Background: an optimization exercise with open tools, aiming at small area and a short achievable clock period. Do not read the settings as production practice. The RTL of this run was laid out without a check of its function.

==> design.v <==
module instruction_decoder (
    input  logic [31:0] instr,
    output logic is_set_height,
    output logic is_set_weight,
    output logic is_calc_bmi,
    output logic is_calc_bmr,
    output logic [31:25] funct7,  
    output logic [31:20] imm,  
    output logic [24:20] rs2,    
    output logic [19:15] rs1,   
    output logic [11:7] rd  
);
    logic [6:0] opcode;
    assign opcode = instr[6:0];
    logic [14:12] w_h;
    assign w_h = instr[14:12];
    assign is_set_height = (opcode == 7'b0001011) & (w_h == 3'b000);
    assign is_set_weight = (opcode == 7'b0001011) & (w_h == 3'b001);
    assign is_calc_bmi   = (opcode == 7'b0001101);
    assign is_calc_bmr   = (opcode == 7'b0001110);
    assign imm = instr[31:20];
    assign rd = instr[11:7];
    assign rs2 = instr[24:20];
    assign rs1 = instr[19:15];
    assign funct7 = (is_calc_bmr)?instr[31:25]:7'b0;
endmodule
module memory (
    input  logic        clk,
    input  logic        reset,
    input  logic        we_height,
    input  logic        we_weight,
    input  logic [4:0]  user_index,
    input  logic [31:0] data_in,
    output logic [31:0] height_out,
    output logic [31:0] weight_out
);
    reg [31:0] mem_height [0:31];
    reg [31:0] mem_weight [0:31];
    always @(posedge clk or posedge reset) begin
         if (reset) begin
           for (int i = 0; i < 32; i++) begin
                mem_height[i] <= 32'd0;     
                mem_weight[i] <= 32'd0;      
            end
        end else begin
            if (we_height) mem_height[user_index] <= data_in;
            if (we_weight) mem_weight[user_index] <= data_in;
        end
    end
    assign height_out = mem_height[user_index];
    assign weight_out = mem_weight[user_index];
endmodule
module alu (
    input logic is_calc_bmi,
    input logic is_calc_bmr,
    input logic [31:0] height,   
    input logic [31:0] weight,   
    input logic [6:0] funct7,    
    output logic [31:0] result
);
    logic [31:0] bmi;
    logic [31:0] bmr;
    logic [31:0] height_mm;
    logic [31:0] height_m2;
    logic [31:0] weight_x10000;  
    logic [5:0] age;
    logic gender;  
    assign gender = funct7[6];
    assign age = funct7[5:0];
    always@(*)begin
        height_mm = height * 10;  
        height_m2 = (height_mm * height_mm) / 10000;  
        weight_x10000 = weight * 10000;
        bmi = 0;
        bmr = 0;
        if (is_calc_bmi) begin
            if (height_m2 != 0)
                bmi = weight_x10000 / height_m2;   
            else
                bmi = 0;
            result = bmi;
        end
        else if (is_calc_bmr) begin
            bmr = (10 * weight) + (625 * height / 100) - (5 * age);
            if (gender)
                bmr = bmr + 5;
            else
                bmr = bmr - 161;
            result = bmr;
        end
        else begin
            result = 0;   
        end
    end
endmodule
module top (
    input  logic        clk,
    input  logic        reset,
    input  logic [31:0] instr,
    output logic [31:0] result
);
    logic is_set_height;
    logic is_set_weight;
    logic is_calc_bmi;
    logic is_calc_bmr;
    logic [31:25] gender_age;
    logic [31:20] imm;  
    logic [24:20] rs2;    
    logic [19:15] rs1;   
    logic [11:7] rd;  
    logic [31:0] height_out;
    logic [31:0] weight_out;
    logic [31:0] alu_result;
    logic [4:0]  user_index;
    instruction_decoder u_decoder(.instr(instr),
        .is_set_height(is_set_height),
        .is_set_weight(is_set_weight),
        .is_calc_bmi(is_calc_bmi),
        .is_calc_bmr(is_calc_bmr),
        .funct7(gender_age),  
        .imm(imm),  
        .rs2(rs2),    
        .rs1(rs1),   
        .rd(rd)  
        );
    logic [31:0] imm_extended;
    assign imm_extended = {{20{imm[31]}}, imm};  
    assign user_index = (is_set_height | is_set_weight) ? rd : rs1;
    memory user_memory(.clk(clk),
        .reset(reset),
        .we_height(is_set_height),
        .we_weight(is_set_weight),
        .user_index(user_index),
        .data_in(imm_extended),
        .height_out(height_out),
        .weight_out(weight_out));
    alu health_alu (
        .is_calc_bmi(is_calc_bmi),
        .is_calc_bmr(is_calc_bmr),
        .height(height_out),
        .weight(weight_out),
        .funct7(gender_age),
        .result(alu_result)
    );
    always @(posedge clk or posedge reset) begin
        if (reset)
            result <= 32'd0;
        else
            result <= alu_result;
    end
endmodule
==> run.sh <==
#!/bin/bash
# synth_recipe.tcl (not shown) runs the flow's synth.tcl, then flattens the netlist and writes it again
# the make line also repeats each setting of config.mk as NAME=value (left out here)
make -C /OpenROAD-flow-scripts/flow DESIGN_CONFIG=/design/flow/config.mk WORK_HOME=/design/flow/orfs CLKGATE_MAP_FILE= SYNTH_SCRIPT=/design/flow/synth_recipe.tcl finish
==> config.mk <==
export PLATFORM = sky130hd
export DESIGN_NAME = top
export DESIGN_NICKNAME = top
export VERILOG_FILES = /design/flow/design.v
export SDC_FILE = /design/flow/constraint.sdc
export NUM_CORES = 4
export LEC_CHECK = 0
export CAP_MARGIN = 20
export CORE_MARGIN = 2
export CORE_UTILIZATION = 40
export SLEW_MARGIN = 20
==> constraint.sdc <==
create_clock -name core_clock -period 250.0 [get_ports {clk}]
set_input_delay 50.0000 -clock core_clock [delete_from_list [all_inputs] [get_ports {clk}]]
set_output_delay 50.0000 -clock core_clock [all_outputs]
set_load 0.01 [all_outputs]
==> results.txt <==
==> sequential cells by signal (all words and copies together), names as in the netlist <==
register and count:
user_memory.mem_height 384, result 32, user_memory.mem_weight 384
==> per-stage QoR <==
stage	setup WS, ns	cell area [um2]
after floorplan	56.45	122500
after global placement	43.39	126600
after detailed placement	40.93	126600
after CTS	41.22	129800
after global routing	27.18	129900
final	39.43	129900
==> final cells by class <==
| class | instances | area [um2] |
|---|---|---|
| inverter | 913 | 3533 |
| clock buffer | 132 | 2776 |
| timing repair buffer | 317 | 2567 |
| antenna | 7 | 17.52 |
| clock inverter | 37 | 451.7 |
| sequential | 800 | 20020 |
| tap | 4100 | 5130 |
| multi-input combinational | 12020 | 95390 |
| fill | 30890 | 175400 |
==> cells by family (layout without fill, tap and decap cells) <==
group / Yosys count / count (layout) / share of synthesized area, %
adder cells (fa/ha/maj): 1189 / 1189 / 14.54
buffers and inverters: 1567 / 1399 / 6.353
XOR/XNOR: 1258 / 1258 / 9.620
other: 0 / 7 / 0
AO/OA/AOI/OAI: 4018 / 4018 / 24.16
AND/OR/NAND/NOR: 4568 / 4568 / 19.90
multiplexers: 987 / 987 / 9.094
flip-flops: 800 / 800 / 16.34
==> layout by cell type, fill, tap and decap left out, types with 179 or more instances in the layout <==
master / n
o21ai_0: 440
a21o_1: 333
dfrtp_1: 800
nand2_1: 930
xor2_1: 352
inv_1: 879
nand3_1: 338
a21oi_1: 1102
mux2_2: 852
nor3_1: 342
buf_4: 246
o21bai_1: 179
nor2_1: 1248
xnor2_1: 814
ha_1: 782
fa_1: 395
nand4_1: 278
==> layer usage <==
layer / routed length (um) / global-route usage (%) / share of wire, %
met1: 191200 / 36.93 / 44
met3: 30550 / 3.688 / 7.1
met4: 16550 / 9.208 / 3.8
met2: 193200 / 43.17 / 45
met5: 78 / 0 / 0.018
==> out/qor.yml <==
path_depth: 668
netlist_instances: 14390
setup.worst_path.start_class: "input pin"
cts_tree: "yes"
cts-resized-gates: 0
synth.cell_area_um2: 122500
cts_sinks: 800
cp-endpoint: "result[0]$_DFF_PP0_"
max_cap_viol_count: 0
min_period_over_period_pct: 84.23
vias: 112300
r2r_cells: 660
hp-start: "user_memory.mem_weight[24][2]$_DFFE_PP0P_"
path_clk_slew_ns: 0.08
cp_num_buf_inv: 71
dr.pass1.iters: 9
power.group.top: "combinational logic"
synth_flop_cell: "dfrtp_1"
outcome: "timing/DRC/antenna clean"
fin_crit_ns: 210.57
fin_setup_tns_ns: 0
synth_top_area_share_pct: 16.34
core-area_um2: 305300
fin_util_pct: 42.54
cts_max_level: 3
p_sw_share_pct: 57.85
track_usage_pct: 26.91
setup_violations: 0
path_delay_family: "compound AO/OA/AOI/OAI gates"
hpwl_mm: 331.5
area_growth_pct: 5.990
seq_area_frac_synth_pct: 16.34
cpMostUsedCell: "a21oi_1"
hold_slack_ns: 0.5056
ios: 66
holdPathEnd: "user_memory.mem_weight[24][2]$_DFFE_PP0P_"
globalplace.congestion: 0.9922
max-clock-path-buffers: 4
numCtsBuffers: 95
dp.cells: 18150
nNetsFinal: 15360
powerComb_mw: 333
crit_start: "instr[1]"
min_path_cells: 1
clock_latency_ns: 0.88
async_reset_ff_share_pct: 100.0
power_switching_mw: 192.5
drt.antenna.violating_nets: 0
wire_per_inst_um: 23.55
hold_class: "flip-flop to flip-flop"
clock_skew_ns: 0.1664
leakage_nw: 57.13
synthTopCellsByCount: "1,262 x nor2_1, 1,102 x a21oi_1, 931 x nand2_1"
worst-setup-path-type: "input pin to flip-flop"
arrival_ns: 211.32
avgSynthCellArea_um2: 8.518
synth_most_common_cell: "nor2_1"
seq_power_mw: 0.131
yosysUniqueCellTypes: 235
die_width_um: 557.5
cts_setup_buffers: 0
maxSlewViolCount: 0
rsz0062_at_grt: "false"
clock-root-buffer: "clkbuf_16"
fin_total_pwr_mw: 332.8
io_buffers: 65
rows: 203
worstReg2RegStart: "user_memory.mem_height[4][3]$_DFFE_PP0P_"
worst_r2r_endpoint: "result[0]$_DFF_PP0_"
cp_max_fo: 60
grt_max_degree: 188
ys_warn_count: 5
die_h_um: 557.5
hold_viol: 0
power_frac_seq_pct: 0
required_ns: 250.75
powerClk_mw: 0.146
dieArea_um2: 310800
yosys.area.top_type: "dfrtp_1"
cpPeakStageDelay_ns: 0.92
rrSetupSlack_ns: 91.09
cts_hold_buf: 0
synthTopCellsByArea: "dfrtp_1 16%, ha_1 8.0%, mux2_2 7.8%"
clkPwrFrac_pct: 0
antenna_found_initial: 22
initial_utilization_pct: 40.14
fmax_mhz: 4.749
synth_edf_count: 0
tightest_slew_ns: 1.216
pwr_density_cell_nw_per_um2: 2562
cp-end-kind: "flip-flop"
drive_gt1_share_pct: 17.63
grt_pass1_wl_mm: 658.6
totalWireLength_mm: 431.6
slowest_stage: "or3_2"
grt_overflow: 0
grt_pass1_vias: 107600
combPwrFrac_pct: 99.9
final_cells: 18330
relSlewSlack_pct: 18.22
postSynthRegisterBits: 800
syn_nets: 15600
vias_per_cell: 6.127
p_int_mw: 140.3
drc: 0
drt_iter0_drc: 11060
ir_drop_mv: 4.727

==> static timing again, ports no longer ideal <==
Ports are ideal in the flow. The routed layout listed here was re-timed in OpenROAD.
Step 1 (the two cells are an assumption about what drives the block):
set clk [get_ports {clk}]
set_driving_cell -lib_cell sky130_fd_sc_hd__clkbuf_16 $clk
set_driving_cell -lib_cell sky130_fd_sc_hd__buf_2 [delete_from_list [all_inputs] $clk]
Step 2 moves the port delays by t, midway between the first and last clock arrival at a register: inputs arrive t later, outputs are due t later. That takes back most of the time a late clock gives input paths.
Slacks: ideal / step 1 / step 2; pairs: ideal / step 1.
t, ns: 0.893
setup slack, ns: 39.434 / 39.290 / 38.397
latest minus earliest clock arrival (ns): 0.166 / 0.167
After both steps this run still meets setup and hold. The setup slack of this run moves by -0.144 ns with the drivers and by -1.037 ns with both steps.
